What follows belongs to an exercise in optimizing a design on an open flow for small area and a short achievable clock period; a production flow would make more cautious choices. The RTL was checked by simulation tests, not by an equivalence proof against the original design. Power figures rest on the tool's default switching activity, not on a simulated workload.

// alu_top
module alu_top (
    input             clk,
    input      [7:0]  a_in,
    input      [7:0]  b_in,
    input      [3:0]  command_in,
    input             oe,
    output reg [15:0] d_out
);
Size in the first run: ~37 flip-flops, roughly 0.0050 sq mm of cells after synthesis.
clock: 24.0 ns
lec_check: 0
abc_area: 1
cap_margin: 20
core_margin: 2
core_utilization: 40
cts_buf_list: sky130_fd_sc_hd__clkbuf_8
slew_margin: 60
standard.sh (not shown) runs the stock make flow with config.mk's settings and CLKGATE_MAP_FILE= SYNTH_SCRIPT=/design/flow/synth_recipe.tcl, a recipe that flattens the netlist after the stock synthesis.
==> flow/flow/run.sh <==
#!/bin/bash
# The standard layout with three changes:
#  - synthesis leaves arithmetic to ABC instead of extracting full/half adder
#    cells (ADDER_MAP_FILE empty);
#  - ABC maps with flow/abc_area.script, which sizes gates against a delay
#    target instead of upsizing every path as far as it goes;
#  - the port buffers that global placement inserts use the smallest buffer.
set -euo pipefail
rm -rf scripts_abc
cp -r "$FLOW_HOME/scripts" scripts_abc
cp flow/abc_area.script scripts_abc/abc_area.script
export SCRIPTS_DIR="$PWD/scripts_abc"
export BUFFER_PORTS_ARGS="-buffer_cell sky130_fd_sc_hd__buf_1"
bash standard.sh ADDER_MAP_FILE= finish > standard_flow.log 2>&1
==> flow/flow/abc_area.script <==
strash
dc2
dch -f
map -B 0.9
topo
stime -c
upsize -c -D 4000
dnsize -c -D 4000
The starting point completed without violations.
Rerun with:
==> flow/flow/abc_area.script (replaced) <==
strash
dch -f
map -B 0.9
topo
stime -c
upsize -c -D 4000
dnsize -c -D 4000
What happened: Final area climbs by 5.5%. Clock skew hardly moves. Fmax climbs by 2.4%. Global-route usage climbs by 0.64 points. Core utilization stays flat. Critical path depth is unchanged. First-iteration DRC count climbs by 8.6%. Clock power drops by 21%. Non-clock buffer count climbs by 4. Via count climbs by 9.2%. Register-to-register slack gets better by 0.21 ns.
Rerun with:
==> flow/run.sh (new file) <==
#!/bin/bash
# synth_recipe.tcl (not shown) runs the flow's synth.tcl, then flattens the netlist and writes it again
# the make line also repeats each setting of config.mk as NAME=value (left out here)
make -C /OpenROAD-flow-scripts/flow DESIGN_CONFIG=/design/flow/config.mk WORK_HOME=/design/flow/orfs CLKGATE_MAP_FILE= SYNTH_SCRIPT=/design/flow/synth_recipe.tcl finish
removed: flow/flow/run.sh
removed: flow/flow/abc_area.script
removed: flow/standard.sh
The changed run completed with no timing, DRC or antenna violations.
Non-clock buffer count goes down by 1.
Die area goes up by 11%.
Critical path depth goes up by 37.
Design area goes up by 14%.
Global-route usage goes down by 5.0 points.
First-iteration DRC count goes down by 18%.
Power goes up by 28%.
Worst setup slack loses 0.57 ns.
Wire length goes down by 13%.
Sequential share of layout area goes down by 1.5 points.
Fmax goes down by 9.2%.

---

Another version of the RTL of alu_top (not shown whole).
For scale: ~910 cells after synthesis, roughly 37 flip-flops, ~38 I/O pins, roughly 4800 um^2 of cells after synthesis.
## alu_top
module alu_top (
    input             clk,
    input      [7:0]  a_in,
    input      [7:0]  b_in,
    input      [3:0]  command_in,
    input             oe,
    output reg [15:0] d_out
);
    reg [7:0] a_q, b_q;
    reg [3:0] cmd_q;
    reg       oe_q;
    wire [15:0] alu_out;
    always @(posedge clk) begin
        a_q   <= a_in;
        b_q   <= b_in;
        cmd_q <= command_in;
        oe_q  <= oe;
        d_out <= alu_out;
    end
    alu u_alu (.a_in(a_q), .b_in(b_q), .command_in(cmd_q), .oe(oe_q), .d_out(alu_out));
endmodule
Settings: LEC_CHECK=0, ABC_AREA=1, CAP_MARGIN=20, CORE_MARGIN=2, CORE_UTILIZATION=40, CTS_BUF_LIST=sky130_fd_sc_hd__clkbuf_8, SLEW_MARGIN=60; clock period 24.0 ns.
==> flow/flow/run.sh <==
#!/bin/bash
# The standard layout with three changes:
#  - synthesis leaves arithmetic to ABC instead of extracting full/half adder
#    cells (ADDER_MAP_FILE empty);
#  - ABC maps with flow/abc_area.script, which sizes gates against a delay
#    target instead of upsizing every path as far as it goes;
#  - the port buffers that global placement inserts use the smallest buffer.
set -euo pipefail
rm -rf scripts_abc
cp -r "$FLOW_HOME/scripts" scripts_abc
cp flow/abc_area.script scripts_abc/abc_area.script
export SCRIPTS_DIR="$PWD/scripts_abc"
export BUFFER_PORTS_ARGS="-buffer_cell sky130_fd_sc_hd__buf_1"
bash standard.sh ADDER_MAP_FILE= finish > standard_flow.log 2>&1
==> flow/flow/abc_area.script <==
strash
dc2
dch -f
map -B 0.9
topo
stime -c
upsize -c -D 4000
dnsize -c -D 4000
The starting point went through all stages and came out clean.
Edit:
CORE_UTILIZATION = 65   (was 40)
SLEW_MARGIN = 20   (was 60)
Result: Critical path depth stays the same. Worst hold slack gets worse by 0.025 ns. Combinational power hardly moves. Worst setup slack is better by 0.080 ns. Sequential power climbs by a few percent. Count of clock-buffer cells in the layout rises by 1. Sequential share of layout area hardly moves.
Edit:
CORE_UTILIZATION = 40   (was 65)
=> Maximum frequency came out lower by about 1.5%; register-to-register slack improves by 0.15 ns; utilization goes down by 28 points; synthesized area stays the same; total power fell by 5.5%; worst hold slack improves by 0.016 ns.
Edit:
CORE_UTILIZATION = 75   (was 40)
The changed run produced a clean layout; global-route usage rose by 20 points; cell count shrinks by a few percent; total power grows by a little under a tenth; clock skew drops by 0.0053 ns; setup slack gains 0.045 ns; sequential cell count does not change; clock-buffer cell count is higher by 1; area after synthesis is unchanged.

separate check: timing with driven ports:
How much do the figures lean on ideal ports? The routed layouts below were timed once more, with nothing changed but the port constraints. Step 1 assumes that a clkbuf_16 drives the clock port and a buf_2 every other input. Step 2 also shifts input and output timing later by t, the mid clock arrival at the registers, as if the neighbouring blocks saw the same clock. Slacks: ideal ports / drivers / drivers and shift; pairs: ideal ports / drivers.
run | shift t [ns] | slack for setup (ns) | worst setup path at the end | latest minus earliest clock arrival (ns)
the first run of note 1 | 0.336 | 18.309 / 18.276 / 18.612 | register to output | 0.013 / 0.014
the second run of note 1 | 0.330 | 18.441 / 18.410 / 18.739 | register to output | 0.013 / 0.013
the third run of note 1 | 0.348 | 17.875 / 17.875 / 17.875 | register to register | 0.010 / 0.010
the first run of note 2 | 0.325 | 18.364 / 18.333 / 18.658 | register to output | 0.016 / 0.016
the second run of note 2 | 0.317 | 18.443 / 18.412 / 18.576 | register to register | 0.007 / 0.007
the third run of note 2 | 0.326 | 18.361 / 18.330 / 18.656 | register to output | 0.017 / 0.018
the fourth run of note 2 | 0.323 | 18.406 / 18.379 / 18.504 | register to register | 0.012 / 0.012
After both steps setup and hold are still met in every run listed.
